Source: an optimization exercise on an open RTL-to-GDS flow (aim: small area, a short achievable clock period and few clock cycles per item). Production flows keep margins and buffers that such runs may drop.
At most, simulation tests tie the RTL to the original design; equivalence was not proved.
For runs 1 to 4, only the layout was checked, not whether the RTL still works.

===== flow/config.mk =====
export PLATFORM = sky130hd
export DESIGN_NAME = cordi_arch
export DESIGN_NICKNAME = cordi_arch
export VERILOG_FILES = /design/flow/design.v
export SDC_FILE = /design/flow/constraint.sdc
export NUM_CORES = 4
export LEC_CHECK = 0
export ABC_AREA = 1
export CAP_MARGIN = 20
export CORE_MARGIN = 2
export CORE_UTILIZATION = 40
export GPL_TIMING_DRIVEN = 0
export SLEW_MARGIN = 20
export TNS_END_PERCENT = 0

===== flow/constraint.sdc =====
create_clock -name core_clock -period 10.0 [get_ports {clk}]
set_input_delay 2.0000 -clock core_clock [delete_from_list [all_inputs] [get_ports {clk}]]
set_output_delay 2.0000 -clock core_clock [all_outputs]
set_load 0.01 [all_outputs]

===== flow/design.v =====
module cordi_arch
(
	input [15:0] theta,
	input bgn,
	input clk,
	input rst_b,
	output [15:0] cos,
	output fin
);
reg [15:0] x, y, z;
reg [3:0] i;
reg busy, first, last, fin_r;
reg e1, e2;
reg xsub;
reg [3:0] hsx, lsx, hsy, lsy;
wire [3:0] in = busy ? ((i == 4'd0) ? 4'd3 : i + 4'd1) : 4'd0;
wire [3:0] hn = 4'b0001 << in[3:2];
wire [3:0] ln = 4'b0001 << in[1:0];
wire neg = z[15];
wire [15:0] atan = first ? (e1 ? (e2 ? 16'h04ea : 16'h2446) : (e2 ? 16'h4042 : 16'h5f9e)) :
                   (i == 4'd3) ? 16'h07f5 :
                   (i == 4'd4) ? 16'h03ff : (16'h4000 >> i);
function [15:0] ash;
	input [15:0] v;
	input [3:0] h, l;
	reg [15:0] m;
	integer j;
	begin
		for (j = 0; j < 16; j = j + 1)
			m[j] = (h[0] & v[j]) | (h[1] & v[j+4 > 15 ? 15 : j+4]) |
			       (h[2] & v[j+8 > 15 ? 15 : j+8]) | (h[3] & v[j+12 > 15 ? 15 : j+12]);
		for (j = 0; j < 16; j = j + 1)
			ash[j] = (l[0] & m[j]) | (l[1] & m[j+1 > 15 ? 15 : j+1]) |
			         (l[2] & m[j+2 > 15 ? 15 : j+2]) | (l[3] & m[j+3 > 15 ? 15 : j+3]);
	end
endfunction
wire [15:0] ysc = ash(y ^ {16{xsub}}, hsx, lsx);
wire [15:0] xsc = ash(x ^ {16{neg}}, ~hsy, ~lsy);
wire [16:0] x_sum = {x, 1'b1} + {ysc, xsub};
wire [16:0] y_sum = {y, 1'b1} + {xsc, neg};
wire [16:0] z_sum = {z, 1'b1} + {atan ^ {16{~neg}}, ~neg};
wire [15:0] x_add = x_sum[16:1];
wire [15:0] y_add = y_sum[16:1];
wire [15:0] z_add = z_sum[16:1];
wire [15:0] z_nxt = busy ? z_add : theta;
wire busy_nxt = busy ? ~last : bgn;
reg [15:0] x3, y3;
always @(*)
	case ({neg, e1 ^ neg, e2 ^ neg})
	3'b000: begin x3 = 16'd1245;  y3 = 16'd16166;   end
	3'b001: begin x3 = 16'd8705;  y3 = 16'd13680;   end
	3'b010: begin x3 = 16'd13680; y3 = 16'd8705;    end
	3'b011: begin x3 = 16'd16166; y3 = 16'd1245;    end
	3'b100: begin x3 = 16'd16168; y3 = -16'sd1244;  end
	3'b101: begin x3 = 16'd13680; y3 = -16'sd8706;  end
	3'b110: begin x3 = 16'd8705;  y3 = -16'sd13680; end
	default: begin x3 = 16'd1243; y3 = -16'sd16166; end
	endcase
function lt15;
	input [14:0] t, c;
	reg eq;
	integer k;
	begin
		lt15 = 1'b0;
		eq = 1'b1;
		for (k = 14; k >= 0; k = k - 1) begin
			lt15 = lt15 | (eq & c[k] & ~t[k]);
			eq = eq & ~(c[k] ^ t[k]);
		end
	end
endfunction
wire [14:0] t = theta[14:0];
wire n1_nxt = theta[15] ? lt15(t, 15'h4dbc) : lt15(t, 15'h3244);
wire n2_a = theta[15] ? lt15(t, 15'h3010) : lt15(t, 15'h1498);
wire n2_b = theta[15] ? lt15(t, 15'h6b68) : lt15(t, 15'h4ff0);
wire n2_nxt = n1_nxt ? n2_a : n2_b;
always @(posedge clk) begin
	x <= first ? x3 : x_add;
	y <= first ? y3 : ((busy & ~last) ? y_add : 16'h0000);
	z <= z_nxt;
	xsub <= ~z_nxt[15] & busy_nxt;
	e1 <= n1_nxt ^ theta[15];
	e2 <= n2_nxt ^ theta[15];
	i <= in;
	hsx <= hn; lsx <= ln;
	hsy <= ~hn; lsy <= ~ln;
	first <= bgn & ~busy;
	last <= busy & (i == 4'd14);
end
always @(posedge clk or negedge rst_b) begin
	if (!rst_b) begin
		busy <= 1'b0;
		fin_r <= 1'b0;
	end else begin
		busy <= busy_nxt;
		fin_r <= busy & last;
	end
end
assign cos = x;
assign fin = fin_r;
endmodule

===== flow/flow/run.sh =====
#!/bin/bash
# Standard ORFS layout, with buf_2 port buffers and repair_timing aiming for a
# larger setup margin (on the worst path only: TNS_END_PERCENT 0 in config.mk).
set -euo pipefail
bash standard.sh "BUFFER_PORTS_ARGS=-buffer_cell sky130_fd_sc_hd__buf_2" SETUP_SLACK_MARGIN=6.9 finish > standard_flow.log 2>&1

===== flow/standard.sh =====
#!/bin/bash
# synth_recipe.tcl (not shown) runs the flow's synth.tcl, then flattens the netlist and writes it again
# the make line also repeats each setting of config.mk as NAME=value (left out here)
make -C /OpenROAD-flow-scripts/flow DESIGN_CONFIG=/design/flow/config.mk WORK_HOME=/design/flow/orfs CLKGATE_MAP_FILE= SYNTH_SCRIPT=/design/flow/synth_recipe.tcl "${@:-finish}"

==> results of run 1 <==
layout make-up:
type	instances	area, um2
clock buffer	13	270
buffer	31	216
timing repair buffer	39	208
inverter	125	478
fill	1823	9270
multi-input combinational	872	5100
tap	225	282
clock inverter	3	21.3
sequential	75	1520
metrics by stage:
stage                     utilization, %  hold WS [ns]
after floorplan                        -         0.411
after global placement              43.6         0.445
after detailed placement            43.6         0.455
after CTS                           45.5         0.466
after global routing                46.6         0.493
final                               46.6         0.457
metal layers:
metal | global-route usage [%] | vias up | wire length [um]
li1 | - | 3800 | -
met2 | 40.7 | 161 | 10300
met5 | 0 | - | 0
met4 | 6.82 | 0 | 437
met1 | 30.6 | 3369 | 10300
met3 | 4.01 | 31 | 834
registers in the layout, indices dropped and copies added (netlist names):
| register | count |
|---|---|
| busy | 1 |
| e1 | 1 |
| e2 | 1 |
| fin_r | 1 |
| first | 1 |
| hsx | 4 |
| hsy | 4 |
| i | 4 |
| last | 1 |
| lsx | 4 |
| lsy | 4 |
| x | 16 |
| xsub | 1 |
| y | 16 |
| z | 16 |
critical path: stages, from the launching register on:
cell and delay, ns:
sky130_fd_sc_hd__dfxtp_2 0.36, sky130_fd_sc_hd__buf_8 0.15, sky130_fd_sc_hd__clkinvlp_4 0.19, sky130_fd_sc_hd__buf_8 0.18, sky130_fd_sc_hd__o21ai_4 0.15, sky130_fd_sc_hd__o21ai_0 0.12
sky130_fd_sc_hd__a21oi_1 0.13, sky130_fd_sc_hd__a21oi_1 0.07, sky130_fd_sc_hd__nor2_1 0.17, sky130_fd_sc_hd__nand3_4 0.15, sky130_fd_sc_hd__fa_2 0.40, sky130_fd_sc_hd__nand3_1 0.11
sky130_fd_sc_hd__nand3_2 0.11, sky130_fd_sc_hd__nand2_1 0.11, sky130_fd_sc_hd__nand3_2 0.11, sky130_fd_sc_hd__nand2_1 0.09, sky130_fd_sc_hd__nand2_1 0.06, sky130_fd_sc_hd__a21oi_1 0.12
sky130_fd_sc_hd__o21ai_0 0.11, sky130_fd_sc_hd__a21oi_1 0.13
layout by cell type, fill, tap and decap left out, types with 13 or more instances in the layout:
master,synthesis,layout
sky130_fd_sc_hd__buf_2,9,42
sky130_fd_sc_hd__a21oi_1,74,71
sky130_fd_sc_hd__inv_1,121,118
sky130_fd_sc_hd__dfxtp_1,73,71
sky130_fd_sc_hd__nand2_1,291,290
sky130_fd_sc_hd__xor2_1,26,26
sky130_fd_sc_hd__o21ai_0,82,77
sky130_fd_sc_hd__ha_1,57,55
sky130_fd_sc_hd__clkbuf_1,13,13
sky130_fd_sc_hd__nand3_1,76,73
sky130_fd_sc_hd__nor2_1,86,85
sky130_fd_sc_hd__o22ai_1,22,22
sky130_fd_sc_hd__xnor2_1,15,13
what timing repair did:
item                                    in CTS  in global routing
gates resized for setup                     12                 37
pin swaps                                    1                  6
buffers inserted                             1                  4
endpoints found under the setup margin      13                 33
kinds of logic (layout without fill, tap and decap cells):
kind of cell | count (synthesis) | count (layout) | share of synthesized area [%]
compound gates | 240 | 240 | 20.0
flops | 75 | 75 | 21.2
buf+inv | 156 | 211 | 9.31
simple gates | 527 | 527 | 32.5
fa+ha+maj | 59 | 59 | 10.6
xor+xnor | 46 | 46 | 6.35
worst paths after layout:
path                                     from         endpoint  slack (ns)  cells after the start
worst max register to register  z[15]$_DFF_P_     y[9]$_DFF_P_        6.92                     19
max in group asynchronous               rst_b   busy$_DFF_PN0_        8.46                      1
worst min-delay path             last$_DFF_P_  fin_r$_DFF_PN0_        0.46                      2
min in group asynchronous               rst_b  fin_r$_DFF_PN0_        1.44                      1
worst min register to register   last$_DFF_P_  fin_r$_DFF_PN0_        0.46                      2
worst max-delay path            z[15]$_DFF_P_     y[9]$_DFF_P_        6.92                     19
==> results.cfg, run 1 <==
[run_status]
result_of_the_run = finished clean

[placed_design]
place_inst = 1362
io_buffers = 34
detailedPlacementHpwl_um = 17700
dpl_cell_area_mm2 = 0.00756
pre_cts_ws_ns = 6.48
gp_congestion = 0.906

[logic_synthesis]
synth_area_mm2 = 0.00711
syn_inst = 1103
synth-edff-count = 0
synth_seq_area_share_pct = 21.2
post_synth_most_frequent_cells = sky130_fd_sc_hd__nand2_1, sky130_fd_sc_hd__inv_1, sky130_fd_sc_hd__nor2_1
synth_top_flop_cell = sky130_fd_sc_hd__dfxtp_1
yosysMostFrequentCell = sky130_fd_sc_hd__nand2_1
ys_ff_latch = 75
async_sr_flop_fraction_pct = 2.67
synth_area_per_cell_um2 = 6.45
synth_cell_types = 56
post_synth_main_area_contributors = sky130_fd_sc_hd__dfxtp_1, sky130_fd_sc_hd__nand2_1, sky130_fd_sc_hd__ha_1
ys_warn_count = 1
synthDominantCellAreaShare_pct = 20.5
syn-num-nets = 1181
synth_top_area_cell = sky130_fd_sc_hd__dfxtp_1

[clock_network]
clockRootBuffer = sky130_fd_sc_hd__clkbuf_16
clk-insertion-delay-late_ns = 0.35
cts-buffers-inserted = 9
clock_sinks = 75
cts-htree-levels = 3
clk_transition_reported_paths_ns = 0.06
holdBufCountCts = 0
cts_tree = built
cts.path.max_buffers = 2

[timing]
clock.fmax_ghz = 0.324
final.setup.worst_slack_ns = 6.92
fin_worst_skew_ns = 0.0118
final-setup-viol-count = 0
final_hold_viol_count = 0
relSlewSlack_pct = 60.0
timing.final.crit_period_ns = 3.08
maxSlewViolCount = 0
rsz0062_at_grt = yes
finalSetupTns_ns = 0
actual_transition_at_the_worst_max_transition_pin_ns = 0.600
timing.final.crit_share_pct = 30.8

[critical_path]
type_of_element_launching_the_critical_path = flop
setup.worst_path.end_class = flop
critical_path_class = flop to flop
required_time_at_the_worst_slack_endpoint_ns = 10.27
worst-endpoint-arrival_ns = 3.35
timing.critical_path.fanout_max = 7

[final_layout]
finish.instance_area_mm2 = 0.00809
finish.net_count = 1231
drive_gt1_share_pct = 13.0
finish.cell_count_without_fillers = 1383
syn2layout_area_growth_pct = 13.7
antenna_cells_inserted = 0

[die]
design.die.area_mm2 = 0.0189
placement_rows = 48
horizontal_extent_of_the_die_um = 137
core-area_mm2 = 0.0174
chipHeight_um = 137
io_pins = 36
initial_utilization_pct = 41.0

[drt]
drt_wl_total_um = 21900
dr.pass1.iters = 5
routed_wire_length_per_instance_um = 15.9
drc = 0
vias = 7361
detailedRoute.firstIterationViolations = 602
post_drt_via_cell_ratio = 5.32
route.antenna.remaining_nets = 0

[global_route]
grt_first_pass_wirelength_um = 34700
grt_max_degree = 13
track_usage_pct = 23.7
gr-total-overflow = 0
first_global_vias = 6880
grt_antenna_before_repair = 0

[flow_run]
drv_cap = 0

[worst_hold_path]
hold_class = flop to flop
==> run 2, diff against run 1 <==
--- a/flow/design.v
+++ b/flow/design.v
@@ -8,18 +8,27 @@
 	output fin
 );
 reg [15:0] x, y, z;
-reg [3:0] i;
 reg busy, first, last, fin_r;
 reg e1, e2;
 reg xsub;
 reg [3:0] hsx, lsx, hsy, lsy;
-wire [3:0] in = busy ? ((i == 4'd0) ? 4'd3 : i + 4'd1) : 4'd0;
-wire [3:0] hn = 4'b0001 << in[3:2];
-wire [3:0] ln = 4'b0001 << in[1:0];
+wire [3:0] ln = ~busy ? 4'b0001 : first ? 4'b1000 : {lsx[2:0], lsx[3]};
+wire [3:0] hn = ~busy ? 4'b0001 : lsx[3] ? {hsx[2:0], hsx[3]} : hsx;
 wire neg = z[15];
+function [15:0] atan_tab;
+	input [3:0] h, l;
+	integer k;
+	reg [15:0] a;
+	begin
+		atan_tab = 16'h0000;
+		for (k = 3; k < 16; k = k + 1) begin
+			a = (k == 3) ? 16'h07f5 : (k == 4) ? 16'h03ff : (16'h4000 >> k);
+			if (h[k / 4] & l[k % 4]) atan_tab = atan_tab | a;
+		end
+	end
+endfunction
 wire [15:0] atan = first ? (e1 ? (e2 ? 16'h04ea : 16'h2446) : (e2 ? 16'h4042 : 16'h5f9e)) :
-                   (i == 4'd3) ? 16'h07f5 :
-                   (i == 4'd4) ? 16'h03ff : (16'h4000 >> i);
+                   atan_tab(hsx, lsx);
 function [15:0] ash;
 	input [15:0] v;
 	input [3:0] h, l;
@@ -81,11 +90,10 @@
 	xsub <= ~z_nxt[15] & busy_nxt;
 	e1 <= n1_nxt ^ theta[15];
 	e2 <= n2_nxt ^ theta[15];
-	i <= in;
 	hsx <= hn; lsx <= ln;
 	hsy <= ~hn; lsy <= ~ln;
 	first <= bgn & ~busy;
-	last <= busy & (i == 4'd14);
+	last <= busy & hsx[3] & lsx[2];
 end
 always @(posedge clk or negedge rst_b) begin
 	if (!rst_b) begin
--- a/flow/config.mk
+++ b/flow/config.mk
@@ -9,6 +9,8 @@
 export CAP_MARGIN = 20
 export CORE_MARGIN = 2
 export CORE_UTILIZATION = 40
+export CTS_BUF_LIST = sky130_fd_sc_hd__clkbuf_8
+export CTS_CLUSTER_SIZE = 30
 export GPL_TIMING_DRIVEN = 0
 export SLEW_MARGIN = 20
 export TNS_END_PERCENT = 0
==> results.cfg, run 2 <==
[drt]
detailedRoute.firstIterationViolations = 568
route.antenna.remaining_nets = 0
drt_wl_total_um = 22300
post_drt_via_cell_ratio = 5.44
vias = 7421
routed_wire_length_per_instance_um = 16.3
dr.pass1.iters = 5
drc = 0

[critical_path]
setup.worst_path.end_class = flop
worst_path_max_delay_cell = sky130_fd_sc_hd__ha_1
crit-reg2reg-capture = x[9]$_DFF_P_
path_cells = buf_6, buf_6, or2_1, nand2_1, nor2_1, nor3_2, inv_1, nand2_1, o2111ai_1, ha_1, a21oi_1, o21ai_0, a21oi_1, nand2_1, or2_2, nand3_1, nand2_1
r2r_setup_slack_ns = 6.88
reg2regPathDepth = 17
required_time_at_the_worst_slack_endpoint_ns = 10.27
cp_num_buf_inv = 3
reg2reg_from = xsub$_DFF_P_
worst-endpoint-arrival_ns = 3.38
critical_path_class = flop to flop
type_of_element_launching_the_critical_path = flop
critical_path.top_delay_family = simple AND/OR/NAND/NOR gates
timing.critical_path.slowest_cell_delay_ns = 0.39
timing.critical_path.mode_cell = sky130_fd_sc_hd__nand2_1
timing.critical_path.fanout_max = 10
worst-path-stages = 17

[timing]
final_hold_viol_count = 0
final-setup-viol-count = 0
clock.fmax_ghz = 0.321
finalSetupTns_ns = 0
relSlewSlack_pct = 56.4
timing.final.crit_share_pct = 31.2
fin_worst_skew_ns = 0.0171
actual_transition_at_the_worst_max_transition_pin_ns = 0.654
rsz0062_at_grt = yes
timing.final.crit_period_ns = 3.12
maxSlewViolCount = 0

[worst_hold_path]
hold_class = flop to flop
hold_path_startpoint = last$_DFF_P_
hold_path_end = fin_r$_DFF_PN0_
worst_hold_path_stage_count = 2

[clock_network]
cts-htree-levels = 3
cts-buffers-inserted = 9
clk-insertion-delay-late_ns = 0.38
cts_tree = built
cts.path.max_buffers = 2
clk_transition_reported_paths_ns = 0.09
holdBufCountCts = 0
clock_sinks = 71
clockRootBuffer = sky130_fd_sc_hd__clkbuf_8

[global_route]
gr-total-overflow = 0
first_global_vias = 6761
grt_first_pass_wirelength_um = 35100
grt_antenna_before_repair = 0
track_usage_pct = 24.7
grt_max_degree = 12

[logic_synthesis]
synth_area_per_cell_um2 = 6.24
post_synth_most_frequent_cells = sky130_fd_sc_hd__nand2_1, sky130_fd_sc_hd__inv_1, sky130_fd_sc_hd__a21oi_1
synth_area_mm2 = 0.00682
syn_inst = 1092
ys_warn_count = 1
syn-num-nets = 1164
synthDominantCellAreaShare_pct = 20.3
async_sr_flop_fraction_pct = 2.82
post_synth_main_area_contributors = sky130_fd_sc_hd__dfxtp_1, sky130_fd_sc_hd__nand2_1, sky130_fd_sc_hd__ha_1
synth_seq_area_share_pct = 21.0
ys_ff_latch = 71
synth-edff-count = 0
synth_top_area_cell = sky130_fd_sc_hd__dfxtp_1
yosysMostFrequentCell = sky130_fd_sc_hd__nand2_1
synth_top_flop_cell = sky130_fd_sc_hd__dfxtp_1
synth_cell_types = 53

[die]
placement_rows = 47
io_pins = 36
core-area_mm2 = 0.0166
initial_utilization_pct = 41.0
horizontal_extent_of_the_die_um = 135
design.die.area_mm2 = 0.0181
chipHeight_um = 135

[placed_design]
detailedPlacementHpwl_um = 17900
gp_congestion = 0.943
io_buffers = 35

[final_layout]
finish.net_count = 1212
reg_top3 = x: 16 flops, y: 16 flops, z: 16 flops
drive_gt1_share_pct = 12.1
antenna_cells_inserted = 0
mostFrequentLayoutCell = sky130_fd_sc_hd__nand2_1
layout_common_cells = sky130_fd_sc_hd__nand2_1, sky130_fd_sc_hd__inv_1, sky130_fd_sc_hd__a21oi_1
syn2layout_area_growth_pct = 12.3

[run_status]
result_of_the_run = finished clean

[flow_run]
drv_cap = 0
-- run 2: changes by cell type in the layout (fill, tap and decap cells not counted), sizes merged, moves of 8 or more --
cell and delta:
inv -13, o22ai -10, a21oi +20, xnor2 -8
nand3 -8, o21ai +10
-- run 2: cell families (layout without fill, tap and decap cells) --
| family | Yosys count | in the layout | share of synthesized area, % |
|---|---|---|---|
| compound gates | 256 | 256 | 21.8 |
| xor+xnor | 43 | 43 | 5.63 |
| fa+ha+maj | 53 | 53 | 9.95 |
| buf+inv | 140 | 193 | 8.57 |
| flops | 71 | 71 | 21.0 |
| simple gates | 529 | 529 | 33.1 |
-- run 2: timing repair --
action	4_1_cts	5_1_grt
resized for setup	5	35
buffers inserted	1	1
endpoints found under the setup margin	8	33
pin swaps	1	5
-- run 2: worst register-to-register path, delay by kind of cell, from the launching register on --
family          cells  cell delay (ns)
simple gates        9             1.23
compound gates      4             0.70
flops               1             0.31
buf+inv             3             0.41
fa+ha+maj           1             0.39
-- run 2: per-stage QoR --
stage	std cells	instance area (um2)	util, %	setup slack [ns]	hold slack, ns
6_report	1365	7660	46.0	6.88	0.452
5_1_grt	1365	7660	46.0	6.70	0.474
4_1_cts	1364	7500	45.1	6.86	0.463
3_5_place_dp	1347	7270	43.7	6.71	0.450
3_3_place_gp	1347	7270	43.7	6.75	0.447
2_1_floorplan	1092	6820	-	7.16	0.411
-- run 2: worst max path at each step --
stage             startpoint             to  slack, ns
5_1_grt        z[15]$_DFF_P_  y[11]$_DFF_P_       6.70
4_1_cts        z[15]$_DFF_P_   y[9]$_DFF_P_       6.86
3_5_place_dp   z[15]$_DFF_P_   y[9]$_DFF_P_       6.71
3_3_place_gp   z[15]$_DFF_P_   y[9]$_DFF_P_       6.75
6_report        xsub$_DFF_P_   x[9]$_DFF_P_       6.88
2_1_floorplan       theta[6]     e2$_DFF_P_       7.16
-- run 2: area by class of cell --
| cell class | count | area [um2] |
|---|---|---|
| repair buffers | 37 | 190 |
| fillers | 1838 | 8980 |
| clock buffers | 10 | 138 |
| plain buffers | 29 | 169 |
| multi-input cells | 881 | 4980 |
| clock inverters | 6 | 53.8 |
| flip-flops and latches | 71 | 1430 |
| inverters | 111 | 417 |
| well taps | 220 | 275 |
-- run 2: per-layer routing --
layer  track usage (%)  routed length [um]
met2              41.2               10400
met1              32.7               10200
met5                 0                   0
met3              4.84                1260
met4              6.73                 482
==> run 3, diff against run 2 <==
--- a/flow/config.mk
+++ b/flow/config.mk
@@ -8,7 +8,7 @@
 export ABC_AREA = 1
 export CAP_MARGIN = 20
 export CORE_MARGIN = 2
-export CORE_UTILIZATION = 40
+export CORE_UTILIZATION = 55
 export CTS_BUF_LIST = sky130_fd_sc_hd__clkbuf_8
 export CTS_CLUSTER_SIZE = 30
 export GPL_TIMING_DRIVEN = 0
==> results.cfg, run 3 <==
[flow_run]
drv_cap = 0

[logic_synthesis]
post_synth_most_frequent_cells = sky130_fd_sc_hd__nand2_1, sky130_fd_sc_hd__inv_1, sky130_fd_sc_hd__a21oi_1
synth_top_area_cell = sky130_fd_sc_hd__dfxtp_1
synth_seq_area_share_pct = 21.0
main_combinational_cell_family_by_area_after_synthesis = simple AND/OR/NAND/NOR gates
synth_mux_area_share_pct = 0
synth_top_flop_cell = sky130_fd_sc_hd__dfxtp_1
yosysMostFrequentCell = sky130_fd_sc_hd__nand2_1
synth_xor_area_share_pct = 5.63
synth-adder-area-share_pct = 9.95
synth_cell_types = 53
syn-num-nets = 1164
synth_simple_gate_area_share_pct = 33.1
ys_ff_latch = 71
syn_inst = 1092
post_synth_main_area_contributors = sky130_fd_sc_hd__dfxtp_1, sky130_fd_sc_hd__nand2_1, sky130_fd_sc_hd__ha_1
synth_area_mm2 = 0.00682
ys_warn_count = 1
synthDominantCellAreaShare_pct = 20.3
synth-compound-area-share_pct = 21.8
synth-edff-count = 0
synth_area_per_cell_um2 = 6.24
async_sr_flop_fraction_pct = 2.82

[global_route]
grt_first_pass_wirelength_um = 34200
grt_max_degree = 14
track_usage_pct = 33.4
grt_antenna_before_repair = 0
gr-total-overflow = 0
first_global_vias = 6860

[clock_network]
cts-htree-levels = 3
holdBufCountCts = 0
cts.path.max_buffers = 2
clk_transition_reported_paths_ns = 0.09
cts-buffers-inserted = 9
clockRootBuffer = sky130_fd_sc_hd__clkbuf_8
cts_tree = built
clock_sinks = 71
clk-insertion-delay-late_ns = 0.39

[worst_hold_path]
hold_class = flop to flop
hold_path_startpoint = last$_DFF_P_

[drt]
routed_wire_length_per_instance_um = 16.5
dr.pass1.iters = 5
route.antenna.remaining_nets = 0
post_drt_via_cell_ratio = 5.68
drt_wl_total_um = 21800
vias = 7512
detailedRoute.firstIterationViolations = 639
drc = 0

[critical_path]
worst_path_max_delay_cell = sky130_fd_sc_hd__dfxtp_1
timing.critical_path.slowest_cell_delay_ns = 0.50
setup.worst_path.end_class = output port
timing.critical_path.fanout_max = 3
critical_path_class = flop to output port
cp_num_buf_inv = 1
path_cells = buf_2
startpoint = x[2]$_DFF_P_
worst-endpoint-arrival_ns = 1.08
reg2reg_from = z[15]$_DFF_P_
required_time_at_the_worst_slack_endpoint_ns = 8.00
critical_path.top_delay_family = flip-flops
type_of_element_launching_the_critical_path = flop

[timing]
finalSetupTns_ns = 0
final_hold_viol_count = 0
timing.final.crit_share_pct = 30.8
clock.fmax_ghz = 0.325
actual_transition_at_the_worst_max_transition_pin_ns = 0.681
relSlewSlack_pct = 54.6
rsz0062_at_grt = yes
timing.final.crit_period_ns = 3.08
maxSlewViolCount = 0
final-setup-viol-count = 0
fin_worst_skew_ns = 0.00866

[final_layout]
antenna_cells_inserted = 0
finish.net_count = 1221
final_core_util_pct = 65.4
syn2layout_area_growth_pct = 15.7
layout_common_cells = sky130_fd_sc_hd__nand2_1, sky130_fd_sc_hd__inv_1, sky130_fd_sc_hd__nor2_1
reg_top3 = x: 16 flops, y: 16 flops, z: 16 flops
finish.cell_count_without_fillers = 1322
drive_gt1_share_pct = 15.9
mostFrequentLayoutCell = sky130_fd_sc_hd__nand2_1

[die]
io_pins = 36
horizontal_extent_of_the_die_um = 115
design.die.area_mm2 = 0.0133
initial_utilization_pct = 56.5
placement_rows = 40
core-area_mm2 = 0.0121
chipHeight_um = 115

[placed_design]
io_buffers = 35
place_inst = 1295
gp_congestion = 0.987
detailedPlacementHpwl_um = 17200

[run_status]
result_of_the_run = finished clean
[run 3: cell type report]
class	count	area [um2]
plain buffers	29	189
clock inverters	7	66.3
flip-flops and latches	71	1430
fillers	1199	4180
well taps	168	210
repair buffers	46	258
inverters	111	417
multi-input cells	881	5190
clock buffers	9	124
[run 3: logic make-up (layout without fill, tap and decap cells)]
logic type,count (synthesis),in the layout
AO/OA/AOI/OAI,256,256
XOR/XNOR,43,43
adder cells (fa/ha/maj),53,53
buffers and inverters,140,202
flip-flops,71,71
AND/OR/NAND/NOR,529,529
[run 3: layer usage]
layer	global-route usage, %	wire length [um]	vias to the layer above
met2	54.3	10200	254
met1	43.8	9330	3419
met4	14.9	812	0
li1	-	-	3789
met5	0	0	-
met3	5.01	1480	50
[run 3: worst paths after layout]
| kind | slack [ns] | depth (start not counted) | to |
|---|---|---|---|
| worst max-delay path | 6.92 | 1 | cos[2] |
| max in group asynchronous | 8.54 | 1 | busy$_DFF_PN0_ |
| worst max register to register | 7.00 | 17 | y[10]$_DFF_P_ |
| worst min-delay path | 0.45 | 2 | fin_r$_DFF_PN0_ |
| min in group asynchronous | 1.37 | 1 | fin_r$_DFF_PN0_ |
| worst min register to register | 0.45 | 2 | fin_r$_DFF_PN0_ |
[run 3: repair_timing]
item / CTS / global route
setup buffers: 0 / 11
setup endpoints to repair: 5 / 34
hold endpoints to repair: 0 / 0
resized for setup: 7 / 85
pin swaps: 1 / 22
[run 3: per-stage QoR]
step	hold WS [ns]	area (um2)	setup WS (ns)
2_1_floorplan	0.411	6820	7.16
3_3_place_gp	0.443	7200	6.79
3_5_place_dp	0.440	7200	6.81
4_1_cts	0.453	7440	6.89
5_1_grt	0.487	7890	6.81
6_report	0.450	7890	6.92
==> run 4, diff against run 3 <==
--- a/flow/design.v
+++ b/flow/design.v
@@ -11,7 +11,7 @@
 reg busy, first, last, fin_r;
 reg e1, e2;
 reg xsub;
-reg [3:0] hsx, lsx, hsy, lsy;
+reg [3:0] hsx, lsx;
 wire [3:0] ln = ~busy ? 4'b0001 : first ? 4'b1000 : {lsx[2:0], lsx[3]};
 wire [3:0] hn = ~busy ? 4'b0001 : lsx[3] ? {hsx[2:0], hsx[3]} : hsx;
 wire neg = z[15];
@@ -44,7 +44,7 @@
 	end
 endfunction
 wire [15:0] ysc = ash(y ^ {16{xsub}}, hsx, lsx);
-wire [15:0] xsc = ash(x ^ {16{neg}}, ~hsy, ~lsy);
+wire [15:0] xsc = ash(x ^ {16{neg}}, hsx, lsx);
 wire [16:0] x_sum = {x, 1'b1} + {ysc, xsub};
 wire [16:0] y_sum = {y, 1'b1} + {xsc, neg};
 wire [16:0] z_sum = {z, 1'b1} + {atan ^ {16{~neg}}, ~neg};
@@ -91,7 +91,6 @@
 	e1 <= n1_nxt ^ theta[15];
 	e2 <= n2_nxt ^ theta[15];
 	hsx <= hn; lsx <= ln;
-	hsy <= ~hn; lsy <= ~ln;
 	first <= bgn & ~busy;
 	last <= busy & hsx[3] & lsx[2];
 end
--- a/flow/config.mk
+++ b/flow/config.mk
@@ -8,7 +8,7 @@
 export ABC_AREA = 1
 export CAP_MARGIN = 20
 export CORE_MARGIN = 2
-export CORE_UTILIZATION = 55
+export CORE_UTILIZATION = 40
 export CTS_BUF_LIST = sky130_fd_sc_hd__clkbuf_8
 export CTS_CLUSTER_SIZE = 30
 export GPL_TIMING_DRIVEN = 0
==> results.cfg, run 4 <==
[timing]
rsz0062_at_grt = yes
actual_transition_at_the_worst_max_transition_pin_ns = 0.653
relSlewSlack_pct = 56.5
final-setup-viol-count = 0
timing.final.crit_period_ns = 3.10
timing.final.crit_share_pct = 31.0
timing.hold.ws_ns = 0.484
final_hold_viol_count = 0
fin_worst_skew_ns = 0.0101
maxSlewViolCount = 0
finalSetupTns_ns = 0
clock.fmax_ghz = 0.323

[logic_synthesis]
syn-num-nets = 1126
synth_area_per_cell_um2 = 6.25
synthDominantCellAreaShare_pct = 18.5
synth_area_mm2 = 0.00659
synth_top_area_cell = sky130_fd_sc_hd__dfxtp_1
ys_ff_latch = 63
post_synth_main_area_contributors = sky130_fd_sc_hd__dfxtp_1, sky130_fd_sc_hd__nand2_1, sky130_fd_sc_hd__ha_1
ys_warn_count = 1
async_sr_flop_fraction_pct = 3.17
post_synth_most_frequent_cells = sky130_fd_sc_hd__nand2_1, sky130_fd_sc_hd__nor2_1, sky130_fd_sc_hd__o21ai_0
synth_seq_area_share_pct = 19.3
synth_top_flop_cell = sky130_fd_sc_hd__dfxtp_1
synth_cell_types = 52
syn_inst = 1054
synth-edff-count = 0
yosysMostFrequentCell = sky130_fd_sc_hd__nand2_1

[final_layout]
mostFrequentLayoutCell = sky130_fd_sc_hd__nand2_1
antenna_cells_inserted = 0
finish.instance_area_mm2 = 0.00773
reg_top3 = x: 16 flops, y: 16 flops, z: 16 flops
layout_common_cells = sky130_fd_sc_hd__nand2_1, sky130_fd_sc_hd__nor2_1, sky130_fd_sc_hd__inv_1
syn2layout_area_growth_pct = 17.4
finish.cell_count_without_fillers = 1338
finish.net_count = 1189
drive_gt1_share_pct = 17.7

[global_route]
grt_antenna_before_repair = 0
first_global_vias = 6625
grt_first_pass_wirelength_um = 35300
gr-total-overflow = 0
grt_max_degree = 13
track_usage_pct = 25.5

[drt]
post_drt_via_cell_ratio = 5.61
vias = 7502
routed_wire_length_per_instance_um = 17.4
drt_wl_total_um = 23300
route.antenna.remaining_nets = 0
dr.pass1.iters = 8
drc = 0
detailedRoute.firstIterationViolations = 698

[critical_path]
timing.critical_path.fanout_max = 10
reg2regPathDepth = 19
timing.critical_path.slowest_cell_delay_ns = 0.38
type_of_element_launching_the_critical_path = flop
worst_path_max_delay_cell = sky130_fd_sc_hd__dfxtp_4
critical_path_class = flop to flop
worst-path-stages = 19
critical_path.top_delay_family = simple AND/OR/NAND/NOR gates
timing.critical_path.mode_cell = sky130_fd_sc_hd__nand2_1
setup.worst_path.end_class = flop
cp_num_buf_inv = 5
required_time_at_the_worst_slack_endpoint_ns = 10.26
worst-endpoint-arrival_ns = 3.35
path_cells = buf_8, inv_4, buf_8, nand2_1, nand2_2, nor2_1, nor3_2, inv_1, nand2_1, o2111ai_2, ha_1, buf_4, nand2_1, nor2_2, nand3_1, nand3_1, a21oi_1, o21ai_0, o31ai_1

[flow_run]
drv_cap = 0

[die]
horizontal_extent_of_the_die_um = 132
core-area_mm2 = 0.0160
io_pins = 36
initial_utilization_pct = 41.2
chipHeight_um = 132
design.die.area_mm2 = 0.0175
placement_rows = 46

[placed_design]
gp_congestion = 0.950
place_inst = 1305
detailedPlacementHpwl_um = 17900
io_buffers = 35
dpl_cell_area_mm2 = 0.00703

[worst_hold_path]
worst_hold_path_stage_count = 2
hold_class = flop to flop

[clock_network]
cts_tree = built
clk_transition_reported_paths_ns = 0.08
clockRootBuffer = sky130_fd_sc_hd__clkbuf_8
cts-buffers-inserted = 9
clk-insertion-delay-late_ns = 0.37
cts.path.max_buffers = 2
holdBufCountCts = 0
cts-htree-levels = 3
clock_sinks = 63

[run_status]
result_of_the_run = finished clean
==> run 4: final timing paths <==
check | from | end | slack (ns)
worst max-delay path | z[15]$_DFF_P_ | y[10]$_DFF_P_ | 6.90
worst max register to register | z[15]$_DFF_P_ | y[10]$_DFF_P_ | 6.90
worst min register to register | last$_DFF_P_ | fin_r$_DFF_PN0_ | 0.48
max in group asynchronous | rst_b | busy$_DFF_PN0_ | 8.50
min in group asynchronous | rst_b | fin_r$_DFF_PN0_ | 1.40
worst min-delay path | last$_DFF_P_ | fin_r$_DFF_PN0_ | 0.48
==> run 4: worst register-to-register path, stage by stage, from the launching register on <==
cell and delay, ns:
sky130_fd_sc_hd__dfxtp_4 0.38, sky130_fd_sc_hd__buf_8 0.15, sky130_fd_sc_hd__inv_4 0.11, sky130_fd_sc_hd__buf_8 0.17, sky130_fd_sc_hd__nand2_1 0.08, sky130_fd_sc_hd__nand2_2 0.12
sky130_fd_sc_hd__nor2_1 0.07, sky130_fd_sc_hd__nor3_2 0.25, sky130_fd_sc_hd__inv_1 0.11, sky130_fd_sc_hd__nand2_1 0.09, sky130_fd_sc_hd__o2111ai_2 0.18, sky130_fd_sc_hd__ha_1 0.37
sky130_fd_sc_hd__buf_4 0.15, sky130_fd_sc_hd__nand2_1 0.09, sky130_fd_sc_hd__nor2_2 0.17, sky130_fd_sc_hd__nand3_1 0.10, sky130_fd_sc_hd__nand3_1 0.12, sky130_fd_sc_hd__a21oi_1 0.07
sky130_fd_sc_hd__o21ai_0 0.09, sky130_fd_sc_hd__o31ai_1 0.09
==> run 4: metal layers <==
metal	global-route usage (%)	routed length [um]	vias to the layer above
li1	-	-	3708
met1	34.6	10400	3459
met2	40.9	10500	284
met3	4.15	1550	51
met4	9.20	897	0
met5	0	0	-
==> run 4: area by class of cell <==
type / instances / area [um2]
fillers: 1737 / 8270
multi-input cells: 867 / 5130
flip-flops and latches: 63 / 1290
inverters: 88 / 339
repair buffers: 52 / 300
well taps: 216 / 270
plain buffers: 36 / 228
clock buffers: 10 / 138
clock inverters: 6 / 45.0
==> run 4: stage by stage <==
step,util [%],setup WS (ns)
after detailed placement,44.0,6.68
after global routing,48.3,6.74
after CTS,45.2,6.79
after floorplan,-,7.16
after global placement,44.0,6.63
final,48.3,6.90
==> run 4: repair_timing <==
item,4_1_cts,5_1_grt
setup endpoints to repair,16,35
pin swaps,1,18
resized for setup,2,104
hold endpoints to repair,0,0
cloned,0,1
setup buffers,2,14
==> run 4: kinds of logic after synthesis <==
family | Yosys count | synth area share [%]
buffers and inverters | 124 | 8.13
AOI/OAI and AO/OA | 257 | 22.4
DFF | 63 | 19.3
xor gates and xnor gates | 44 | 6.88
adders and majority gates | 53 | 10.3
and+or+nand+nor | 513 | 33.0
==> run 5, diff against run 4 <==
--- a/flow/design.v
+++ b/flow/design.v
@@ -10,7 +10,7 @@
 reg [15:0] x, y, z;
 reg busy, first, last, fin_r;
 reg e1, e2;
-reg xsub;
+reg xsub, xsub_n, yneg, yneg_n;
 reg [3:0] hsx, lsx;
 wire [3:0] ln = ~busy ? 4'b0001 : first ? 4'b1000 : {lsx[2:0], lsx[3]};
 wire [3:0] hn = ~busy ? 4'b0001 : lsx[3] ? {hsx[2:0], hsx[3]} : hsx;
@@ -43,10 +43,10 @@
 			         (l[2] & m[j+2 > 15 ? 15 : j+2]) | (l[3] & m[j+3 > 15 ? 15 : j+3]);
 	end
 endfunction
-wire [15:0] ysc = ash(y ^ {16{xsub}}, hsx, lsx);
-wire [15:0] xsc = ash(x ^ {16{neg}}, hsx, lsx);
+wire [15:0] ysc = ash(y ^ {{8{~xsub_n}}, {8{xsub}}}, hsx, lsx);
+wire [15:0] xsc = ash(x ^ {{8{~yneg_n}}, {8{yneg}}}, hsx, lsx);
 wire [16:0] x_sum = {x, 1'b1} + {ysc, xsub};
-wire [16:0] y_sum = {y, 1'b1} + {xsc, neg};
+wire [16:0] y_sum = {y, 1'b1} + {xsc, yneg};
 wire [16:0] z_sum = {z, 1'b1} + {atan ^ {16{~neg}}, ~neg};
 wire [15:0] x_add = x_sum[16:1];
 wire [15:0] y_add = y_sum[16:1];
@@ -88,6 +88,9 @@
 	y <= first ? y3 : ((busy & ~last) ? y_add : 16'h0000);
 	z <= z_nxt;
 	xsub <= ~z_nxt[15] & busy_nxt;
+	xsub_n <= z_nxt[15] | ~busy_nxt;
+	yneg <= z_nxt[15] & busy_nxt;
+	yneg_n <= ~z_nxt[15] | ~busy_nxt;
 	e1 <= n1_nxt ^ theta[15];
 	e2 <= n2_nxt ^ theta[15];
 	hsx <= hn; lsx <= ln;
==> results.cfg, run 5 <==
[drt]
dr.pass1.iters = 5
vias = 7617
drc = 0
route.antenna.remaining_nets = 0
post_drt_via_cell_ratio = 5.54
detailedRoute.firstIterationViolations = 666
routed_wire_length_per_instance_um = 17.5
drt_wl_total_um = 24100

[logic_synthesis]
synth-compound-area-share_pct = 21.6
syn_inst = 1094
synth_area_per_cell_um2 = 6.10
synth_xor_area_share_pct = 5.78
ys_ff_latch = 66
yosysMostFrequentCell = sky130_fd_sc_hd__nand2_1
synth_top_area_cell = sky130_fd_sc_hd__dfxtp_1
synth_top_flop_cell = sky130_fd_sc_hd__dfxtp_1
synth_simple_gate_area_share_pct = 33.9
synth_cell_types = 53
main_combinational_cell_family_by_area_after_synthesis = simple AND/OR/NAND/NOR gates
synth_area_mm2 = 0.00667
synthDominantCellAreaShare_pct = 19.2
post_synth_main_area_contributors = sky130_fd_sc_hd__dfxtp_1, sky130_fd_sc_hd__nand2_1, sky130_fd_sc_hd__ha_1
synth-edff-count = 0
syn-num-nets = 1166
synth_mux_area_share_pct = 0
synth-adder-area-share_pct = 10.2
synth_seq_area_share_pct = 20.0
post_synth_most_frequent_cells = sky130_fd_sc_hd__nand2_1, sky130_fd_sc_hd__o21ai_0, sky130_fd_sc_hd__a21oi_1, sky130_fd_sc_hd__nor2_1, sky130_fd_sc_hd__inv_1
async_sr_flop_fraction_pct = 3.03
ys_warn_count = 1

[timing]
timing.hold.ws_ns = 0.541
final-setup-viol-count = 0
timing.final.crit_period_ns = 3.04
final_hold_viol_count = 0
finalSetupTns_ns = 0
relSlewSlack_pct = 51.4
rsz0062_at_grt = yes
fin_worst_skew_ns = 0.0218
actual_transition_at_the_worst_max_transition_pin_ns = 0.729
clock.fmax_ghz = 0.329
maxSlewViolCount = 0
timing.final.crit_share_pct = 30.4

[clock_network]
clk_transition_reported_paths_ns = 0.08
cts_tree = built
clockRootBuffer = sky130_fd_sc_hd__clkbuf_8
cts-buffers-inserted = 9
cts-htree-levels = 3
clk-insertion-delay-late_ns = 0.39
cts.path.max_buffers = 2
holdBufCountCts = 0
clock_sinks = 66

[critical_path]
timing.critical_path.mode_cell = sky130_fd_sc_hd__o21ai_0
worst-endpoint-arrival_ns = 3.28
setup.worst_path.end_class = flop
timing.critical_path.fanout_max = 10
worst_path_max_delay_cell = sky130_fd_sc_hd__dfxtp_2
critical_path_class = flop to flop
timing.critical_path.slowest_cell_delay_ns = 0.41
type_of_element_launching_the_critical_path = flop
required_time_at_the_worst_slack_endpoint_ns = 10.24
reg2regPathDepth = 14
path_cells = clkbuf_4, xnor2_1, o22ai_1, nor2_1, o21ai_0, a21oi_1, o211ai_1, ha_1, a21oi_1, nand2_2, nand2_1, a31oi_4, o21ai_0, o21ai_0

[final_layout]
nFillCells = 1777
final_core_util_pct = 47.6
finish.cell_count_without_fillers = 1375
drive_gt1_share_pct = 16.1
mostFrequentLayoutCell = sky130_fd_sc_hd__nand2_1
reg_top3 = x: 16 flops, y: 16 flops, z: 16 flops
finish.net_count = 1222
antenna_cells_inserted = 0
syn2layout_area_growth_pct = 17.6
layout_common_cells = sky130_fd_sc_hd__nand2_1, sky130_fd_sc_hd__o21ai_0, sky130_fd_sc_hd__inv_1

[die]
design.die.area_mm2 = 0.0177
initial_utilization_pct = 40.5
horizontal_extent_of_the_die_um = 133
placement_rows = 47
core-area_mm2 = 0.0165
chipHeight_um = 133
io_pins = 36

[placed_design]
gp_congestion = 0.985
io_buffers = 35
detailedPlacementHpwl_um = 18800
place_inst = 1349

[global_route]
first_global_vias = 6962
gr-total-overflow = 0
grt_antenna_before_repair = 0
grt_max_degree = 12
grt_first_pass_wirelength_um = 37000
track_usage_pct = 26.7

[run_status]
result_of_the_run = finished clean

[worst_hold_path]
worst_hold_path_stage_count = 2
hold_class = flop to flop

[flow_run]
drv_cap = 0
## run 5: cell types whose count changed in the layout (fill, tap and decap cells not counted), sizes merged, moves of 3 or more
cell / previous run / this run
a21oi: 85 / 97
buf: 67 / 64
clkinvlp: 4 / 0
dfxtp: 61 / 64
inv: 88 / 102
nand2: 301 / 319
nand3: 65 / 73
nor2: 105 / 99
o21ai: 99 / 105
o22ai: 25 / 9
xnor2: 26 / 10
xor2: 18 / 34
## run 5: area by class of cell
| cell class | count | area [um2] | share of cell area (%) |
|---|---|---|---|
| Buffer | 38 | 240 | 3.06 |
| Tap cell | 220 | 275 | 3.51 |
| Sequential cell | 66 | 1340 | 17.1 |
| Inverter | 101 | 385 | 4.91 |
| Clock buffer | 12 | 165 | 2.11 |
| Multi-Input combinational cell | 889 | 5130 | 65.5 |
| Clock inverter | 4 | 42.5 | 0.542 |
| Timing Repair Buffer | 45 | 263 | 3.35 |
## run 5: cells by family after synthesis
group | count (synthesis)
flops | 66
compound gates | 257
simple gates | 535
buf+inv | 139
fa+ha+maj | 53
xor+xnor | 44
## run 5: worst max-delay path, delay by kind of cell (launching register included)
family,cells,cell delay (ns)
AO/OA/AOI/OAI,8,1.38
XOR/XNOR,1,0.17
adder cells (fa/ha/maj),1,0.36
buffers and inverters,1,0.24
flip-flops,1,0.41
AND/OR/NAND/NOR,3,0.35
## run 5: layer usage
layer | share of wire [%] | up-vias | GRT usage [%] | routed length [um]
met5 | 0 | - | 0 | 0
met4 | 4.3 | 0 | 13.7 | 1030
met3 | 4.7 | 74 | 2.70 | 1140
met2 | 45 | 267 | 44.0 | 10900
met1 | 46 | 3503 | 34.8 | 11000
li1 | - | 3773 | - | -
## run 5: worst paths after layout
kind | from | end | slack, ns
max | yneg$_DFF_P_ | y[4]$_DFF_P_ | 6.96
max reg2reg | yneg$_DFF_P_ | y[4]$_DFF_P_ | 6.96
max in group asynchronous | rst_b | busy$_DFF_PN0_ | 8.50
min in group asynchronous | rst_b | fin_r$_DFF_PN0_ | 1.40
min reg2reg | last$_DFF_P_ | fin_r$_DFF_PN0_ | 0.54
min | last$_DFF_P_ | fin_r$_DFF_PN0_ | 0.54
## run 5: what timing repair did
item	CTS	global route
endpoints found under the setup margin	26	36
pin swaps	0	30
resized for setup	12	107
buffers inserted	0	10
## run 5: through the flow
step	worst slack [ns]	instance area, um2
floorplan	7.16	6670
global placement	6.43	7120
detailed placement	6.45	7120
CTS	6.80	7390
global route	6.85	7840
finish	6.96	7840
Testbench counts of run 5, summed over its fixed seeds: cycles 32,768, items 2,048.
==> run 6, diff against run 5 <==
--- a/flow/design.v
+++ b/flow/design.v
@@ -9,7 +9,7 @@
 );
 reg [15:0] x, y, z;
 reg busy, first, last, fin_r;
-reg e1, e2;
+reg e1, e2, n0, n1, n2;
 reg xsub, xsub_n, yneg, yneg_n;
 reg [3:0] hsx, lsx;
 wire [3:0] ln = ~busy ? 4'b0001 : first ? 4'b1000 : {lsx[2:0], lsx[3]};
@@ -55,7 +55,7 @@
 wire busy_nxt = busy ? ~last : bgn;
 reg [15:0] x3, y3;
 always @(*)
-	case ({neg, e1 ^ neg, e2 ^ neg})
+	case ({n0, n1, n2})
 	3'b000: begin x3 = 16'd1245;  y3 = 16'd16166;   end
 	3'b001: begin x3 = 16'd8705;  y3 = 16'd13680;   end
 	3'b010: begin x3 = 16'd13680; y3 = 16'd8705;    end
@@ -93,6 +93,9 @@
 	yneg_n <= ~z_nxt[15] | ~busy_nxt;
 	e1 <= n1_nxt ^ theta[15];
 	e2 <= n2_nxt ^ theta[15];
+	n0 <= theta[15];
+	n1 <= n1_nxt;
+	n2 <= n2_nxt;
 	hsx <= hn; lsx <= ln;
 	first <= bgn & ~busy;
 	last <= busy & hsx[3] & lsx[2];
--- a/flow/config.mk
+++ b/flow/config.mk
@@ -12,5 +12,6 @@
 export CTS_BUF_LIST = sky130_fd_sc_hd__clkbuf_8
 export CTS_CLUSTER_SIZE = 30
 export GPL_TIMING_DRIVEN = 0
+export PLACE_DENSITY = 0.8
 export SLEW_MARGIN = 20
 export TNS_END_PERCENT = 0
==> results.cfg, run 6 <==
[die]
core-area_mm2 = 0.0165
initial_utilization_pct = 40.8
chipHeight_um = 134
placement_rows = 47
io_pins = 36
horizontal_extent_of_the_die_um = 134
design.die.area_mm2 = 0.0179

[drt]
drt_wl_total_um = 22700
route.antenna.remaining_nets = 0
vias = 7802
routed_wire_length_per_instance_um = 16.5
drc = 0
post_drt_via_cell_ratio = 5.68
dr.pass1.iters = 6
detailedRoute.firstIterationViolations = 959

[logic_synthesis]
synth_seq_area_share_pct = 20.6
ys_warn_count = 1
synth-edff-count = 0
synthDominantCellAreaShare_pct = 19.9
syn_inst = 1094
synth_area_per_cell_um2 = 6.16
synth_area_mm2 = 0.00674
post_synth_most_frequent_cells = sky130_fd_sc_hd__nand2_1, sky130_fd_sc_hd__nor2_1, sky130_fd_sc_hd__inv_1
yosysMostFrequentCell = sky130_fd_sc_hd__nand2_1
synth_cell_types = 48
ys_ff_latch = 69
post_synth_main_area_contributors = sky130_fd_sc_hd__dfxtp_1, sky130_fd_sc_hd__nand2_1, sky130_fd_sc_hd__ha_1
synth_top_flop_cell = sky130_fd_sc_hd__dfxtp_1
syn-num-nets = 1167
synth_top_area_cell = sky130_fd_sc_hd__dfxtp_1
async_sr_flop_fraction_pct = 2.90

[placed_design]
io_buffers = 35
dpl_cell_area_mm2 = 0.00719
detailedPlacementHpwl_um = 17400
pre_cts_ws_ns = 6.64
gp_congestion = 1.04

[final_layout]
drive_gt1_share_pct = 13.5
finish.instance_area_mm2 = 0.00769
syn2layout_area_growth_pct = 14.0
mostFrequentLayoutCell = sky130_fd_sc_hd__nand2_1
reg_top3 = x: 16 flops, y: 16 flops, z: 16 flops
layout_common_cells = sky130_fd_sc_hd__nand2_1, sky130_fd_sc_hd__nor2_1, sky130_fd_sc_hd__inv_1
finish.net_count = 1221
antenna_cells_inserted = 0

[timing]
fin_worst_skew_ns = 0.00953
timing.final.crit_period_ns = 3.12
final-setup-viol-count = 0
actual_transition_at_the_worst_max_transition_pin_ns = 0.622
final.setup.worst_slack_ns = 6.88
final_hold_viol_count = 0
relSlewSlack_pct = 58.5
finalSetupTns_ns = 0
maxSlewViolCount = 0
clock.fmax_ghz = 0.320
rsz0062_at_grt = yes
timing.final.crit_share_pct = 31.2

[global_route]
grt_first_pass_wirelength_um = 36000
track_usage_pct = 25.3
gr-total-overflow = 0
grt_max_degree = 14
first_global_vias = 7223
grt_antenna_before_repair = 0

[critical_path]
required_time_at_the_worst_slack_endpoint_ns = 10.27
critical_path_class = flop to flop
worst-endpoint-arrival_ns = 3.39
setup.worst_path.end_class = flop
timing.critical_path.fanout_max = 5
type_of_element_launching_the_critical_path = flop

[clock_network]
clockRootBuffer = sky130_fd_sc_hd__clkbuf_8
cts-buffers-inserted = 9
clk-insertion-delay-late_ns = 0.38
cts-htree-levels = 3
cts_tree = built
clock_sinks = 69
clk_transition_reported_paths_ns = 0.09
cts.path.max_buffers = 2

[run_status]
result_of_the_run = finished clean

[worst_hold_path]
hold_class = flop to flop

[flow_run]
drv_cap = 0
==> run 6: changes by cell type after synthesis, moves of 4 or more <==
cell                        before  now
sky130_fd_sc_hd__a21oi_1        97   86
sky130_fd_sc_hd__clkbuf_1       18   13
sky130_fd_sc_hd__nand2_1       309  316
sky130_fd_sc_hd__nand2_2         8   13
sky130_fd_sc_hd__nand3_1        70   75
sky130_fd_sc_hd__nor2_1         97  103
sky130_fd_sc_hd__nor3_1         15   11
sky130_fd_sc_hd__o2111ai_1      12    8
sky130_fd_sc_hd__o21ai_0       100   87
sky130_fd_sc_hd__o21ai_1         3    7
sky130_fd_sc_hd__o221ai_1        2    7
==> run 6: cells by family after synthesis <==
logic type	count (synthesis)	share of synthesized area [%]
AOI/OAI and AO/OA	245	20.8
xor gates and xnor gates	41	5.44
adders and majority gates	54	10.2
buffers and inverters	130	7.92
DFF	69	20.6
and+or+nand+nor	555	35.0
==> run 6: final cells by class <==
cell class	instances	area [um2]
inverters	97	370
plain buffers	33	193
repair buffers	43	235
clock inverters	7	73.8
multi-input cells	895	5010
well taps	220	275
fillers	1713	8840
clock buffers	9	124
flip-flops and latches	69	1400
==> run 6: metrics by stage <==
step,hold slack (ns),cells,util [%]
global route,0.496,1373,46.5
finish,0.454,1373,46.5
global placement,0.437,1349,43.5
floorplan,0.424,1094,-
CTS,0.459,1366,44.9
detailed placement,0.447,1349,43.5
==> run 6: final timing paths <==
kind                                startpoint              end  slack (ns)  depth (start not counted)
setup / recovery           hsx[0]$_SDFFE_PN1P_    y[15]$_DFF_P_        6.88                         19
min in group asynchronous                rst_b   busy$_DFF_PN0_        1.40                          1
setup reg to reg           hsx[0]$_SDFFE_PN1P_    y[15]$_DFF_P_        6.88                         19
max in group asynchronous                rst_b  fin_r$_DFF_PN0_        8.51                          1
hold / removal                    last$_DFF_P_  fin_r$_DFF_PN0_        0.45                          2
hold reg to reg                   last$_DFF_P_  fin_r$_DFF_PN0_        0.45                          2
==> run 6: what timing repair did <==
item                       4_1_cts  5_1_grt
gates resized for setup          9       49
hold buffers                     0        0
hold endpoints to repair         0        0
setup endpoints to repair       15       37
pin swaps                        0        8
setup buffers                    1        7
gates cloned                     0        0
==> run 6: worst max-delay path: stages, from the launching register on <==
cell                         delay, ns
sky130_fd_sc_hd__dfxtp_1          0.32
sky130_fd_sc_hd__buf_6            0.13
sky130_fd_sc_hd__clkinvlp_4       0.12
sky130_fd_sc_hd__buf_4            0.15
sky130_fd_sc_hd__a21oi_1          0.04
sky130_fd_sc_hd__o21ai_1          0.17
sky130_fd_sc_hd__o21ai_1          0.13
sky130_fd_sc_hd__a211oi_2         0.32
sky130_fd_sc_hd__nor2_1           0.11
sky130_fd_sc_hd__a21oi_2          0.14
sky130_fd_sc_hd__nand2_1          0.14
sky130_fd_sc_hd__fa_2             0.38
sky130_fd_sc_hd__nand3_1          0.11
sky130_fd_sc_hd__nand3_2          0.11
sky130_fd_sc_hd__nand2_1          0.08
sky130_fd_sc_hd__o211ai_1         0.18
sky130_fd_sc_hd__nand3_1          0.13
sky130_fd_sc_hd__nand2_1          0.08
sky130_fd_sc_hd__nor2_1           0.11
sky130_fd_sc_hd__o21ai_1          0.07
==> run 6: metal layers <==
metal  vias up  share of wire (%)  track usage (%)
met5         -                  0                0
met4         0                3.9             10.2
met3        81                9.4             5.67
met2       410                 45             40.9
met1      3536                 41             32.7
li1       3775                  -                -
Testbench counts of run 6, summed over its fixed seeds: cycles 32,768, items 2,048.
==> run 7, diff against run 6 <==
--- a/flow/config.mk
+++ b/flow/config.mk
@@ -12,6 +12,5 @@
 export CTS_BUF_LIST = sky130_fd_sc_hd__clkbuf_8
 export CTS_CLUSTER_SIZE = 30
 export GPL_TIMING_DRIVEN = 0
-export PLACE_DENSITY = 0.8
 export SLEW_MARGIN = 20
 export TNS_END_PERCENT = 0
==> results.cfg, run 7 <==
[global_route]
grt_first_pass_wirelength_um = 35800
track_usage_pct = 25.7
first_global_vias = 6718
grt_antenna_before_repair = 0
grt_max_degree = 12
gr-total-overflow = 0

[timing]
final-setup-viol-count = 0
relSlewSlack_pct = 60.3
maxSlewViolCount = 0
clock.fmax_ghz = 0.323
actual_transition_at_the_worst_max_transition_pin_ns = 0.596
final_hold_viol_count = 0
timing.final.crit_period_ns = 3.09
fin_worst_skew_ns = 0.0227
finalSetupTns_ns = 0
rsz0062_at_grt = yes
timing.final.crit_share_pct = 30.9

[final_layout]
reg_top3 = x: 16 flops, y: 16 flops, z: 16 flops
layout_common_cells = sky130_fd_sc_hd__nand2_1, sky130_fd_sc_hd__nor2_1, sky130_fd_sc_hd__inv_1
finish.net_count = 1219
drive_gt1_share_pct = 12.3
syn2layout_area_growth_pct = 12.1
finish.cell_count_without_fillers = 1371
antenna_cells_inserted = 0
mostFrequentLayoutCell = sky130_fd_sc_hd__nand2_1

[die]
placement_rows = 47
core-area_mm2 = 0.0165
initial_utilization_pct = 40.8
io_pins = 36
design.die.area_mm2 = 0.0179
horizontal_extent_of_the_die_um = 134
chipHeight_um = 134

[drt]
drt_wl_total_um = 22900
vias = 7473
detailedRoute.firstIterationViolations = 696
dr.pass1.iters = 6
route.antenna.remaining_nets = 0
routed_wire_length_per_instance_um = 16.7
post_drt_via_cell_ratio = 5.45
drc = 0

[critical_path]
critical_path_class = flop to flop
worst_path_max_delay_cell = sky130_fd_sc_hd__ha_1
reg2reg_from = xsub_n$_DFF_P_
type_of_element_launching_the_critical_path = flop
setup.worst_path.end_class = flop
startpoint = xsub_n$_DFF_P_
timing.critical_path.slowest_cell_delay_ns = 0.40
timing.critical_path.fanout_max = 9
required_time_at_the_worst_slack_endpoint_ns = 10.28
r2r_setup_slack_ns = 6.91
path_cells = buf_4, xor2_2, inv_1, nand2_1, o21ai_0, a22oi_1, nand3_1, ha_1, a21oi_1, o21ai_0, a21oi_1, nand3_1, nand2_1, nor2_1
worst-endpoint-arrival_ns = 3.37

[logic_synthesis]
synth_area_per_cell_um2 = 6.16
post_synth_main_area_contributors = sky130_fd_sc_hd__dfxtp_1, sky130_fd_sc_hd__nand2_1, sky130_fd_sc_hd__ha_1
synth_top_flop_cell = sky130_fd_sc_hd__dfxtp_1
ys_ff_latch = 69
async_sr_flop_fraction_pct = 2.90
synth_seq_area_share_pct = 20.6
post_synth_most_frequent_cells = sky130_fd_sc_hd__nand2_1, sky130_fd_sc_hd__nor2_1, sky130_fd_sc_hd__inv_1
ys_warn_count = 1
synth_top_area_cell = sky130_fd_sc_hd__dfxtp_1
yosysMostFrequentCell = sky130_fd_sc_hd__nand2_1
synth-edff-count = 0
syn-num-nets = 1167
synth_area_mm2 = 0.00674
synth_cell_types = 48
synthDominantCellAreaShare_pct = 19.9
syn_inst = 1094

[clock_network]
clockRootBuffer = sky130_fd_sc_hd__clkbuf_8
cts_tree = built
clk-insertion-delay-late_ns = 0.39
clock_sinks = 69
holdBufCountCts = 0
cts.path.max_buffers = 2
cts-buffers-inserted = 9
clk_transition_reported_paths_ns = 0.08
cts-htree-levels = 3

[worst_hold_path]
hold_class = flop to flop
hold_path_startpoint = last$_DFF_P_

[run_status]
result_of_the_run = finished clean

[placed_design]
io_buffers = 35
gp_congestion = 0.973
detailedPlacementHpwl_um = 18400
place_inst = 1349

[flow_run]
drv_cap = 0
[run 7: cell counts after synthesis]
No cell type changed its count.
[run 7: final timing paths]
kind / endpoint / cells past startpoint
setup / recovery: x[15]$_SDFF_PP0_ / 14
hold / removal: fin_r$_DFF_PN0_ / 2
setup reg to reg: x[15]$_SDFF_PP0_ / 14
hold reg to reg: fin_r$_DFF_PN0_ / 2
max in group asynchronous: busy$_DFF_PN0_ / 1
min in group asynchronous: fin_r$_DFF_PN0_ / 1
[run 7: metrics by stage]
step	area [um2]	hold WS, ns	worst slack [ns]	util, %
6_report	7560	0.500	6.91	45.7
5_1_grt	7560	0.509	6.73	45.7
4_1_cts	7400	0.496	6.85	44.8
3_5_place_dp	7190	0.462	6.76	43.5
3_3_place_gp	7190	0.474	6.73	43.5
2_1_floorplan	6740	0.424	7.14	-
[run 7: final cells by class]
type                    instances  area (um2)
plain buffers                  33         178
clock buffers                  10         138
clock inverters                 6        55.1
fillers                      1819        8970
inverters                      97         374
multi-input cells             895        4920
flip-flops and latches         69        1400
well taps                     220         275
repair buffers                 41         220
[run 7: metal layers]
| metal | GRT usage (%) | routed length (um) | up-vias |
|---|---|---|---|
| li1 | - | - | 3772 |
| met1 | 34.8 | 10700 | 3380 |
| met2 | 40.3 | 9940 | 270 |
| met3 | 3.78 | 1390 | 51 |
| met4 | 11.8 | 892 | 0 |
| met5 | 0 | 0 | - |
[run 7: kinds of logic after synthesis]
family | count (synthesis) | share of synthesized area [%]
flip-flops | 69 | 20.6
AND/OR/NAND/NOR | 555 | 35.0
adder cells (fa/ha/maj) | 54 | 10.2
AO/OA/AOI/OAI | 245 | 20.8
XOR/XNOR | 41 | 5.44
buffers and inverters | 130 | 7.92
[run 7: critical path: cells and delay by family, from the launching register on]
family,cells,cell delay [ns]
compound gates,5,1.13
fa+ha+maj,1,0.40
simple gates,5,0.58
buf+inv,2,0.37
flops,1,0.34
xor+xnor,1,0.19
[run 7: what timing repair did]
action                     4_1_cts  5_1_grt
setup endpoints to repair       13       37
gates resized for setup          5       34
setup buffers                    0        6
pin swaps                        0        2

[afterwards: timing with drivers on the ports]
The flow's constraints put no driver on any port. The routed layouts listed below were extracted and timed again, unchanged, in two steps.
Step 1 (the two cells are an assumption about what drives the block):
set clk [get_ports {clk}]
set_driving_cell -lib_cell sky130_fd_sc_hd__clkbuf_16 $clk
set_driving_cell -lib_cell sky130_fd_sc_hd__buf_2 [delete_from_list [all_inputs] $clk]
Step 2 times the ports against the registers' clock, not the clock port: input delays grow and output delays shrink by t, the midpoint of the rising clock arrivals with the driver on.
Three values: ideal, step 1, step 2; two values: the first two.
| run | t (ns) | setup slack, ns | worst hold slack (ns) | worst slew at a driven data input, ns | cell pins on the clock port's net |
|---|---|---|---|---|---|
| run 1 | 0.385 | 6.917 / 6.917 / 6.739 | 0.457 / 0.457 / 0.457 | 0.03 | 1 |
| run 2 | 0.405 | 6.883 / 6.883 / 6.874 | 0.452 / 0.452 / 0.452 | 0.03 | 1 |
| run 3 | 0.422 | 6.919 / 6.884 / 6.890 | 0.450 / 0.450 / 0.450 | 0.03 | 1 |
| run 4 | 0.405 | 6.903 / 6.903 / 6.853 | 0.484 / 0.484 / 0.484 | 0.03 | 1 |
| run 5 | 0.410 | 6.962 / 6.933 / 6.884 | 0.541 / 0.541 / 0.541 | 0.03 | 1 |
| run 6 | 0.418 | 6.880 / 6.880 / 6.851 | 0.454 / 0.454 / 0.454 | 0.03 | 1 |
| run 7 | 0.411 | 6.909 / 6.909 / 6.854 | 0.500 / 0.500 / 0.500 | 0.04 | 1 |
After both steps setup and hold are still met in every run listed. The setup slack of run 1, which loses most, moves by 0.000 ns with the drivers and by -0.178 ns with both steps.
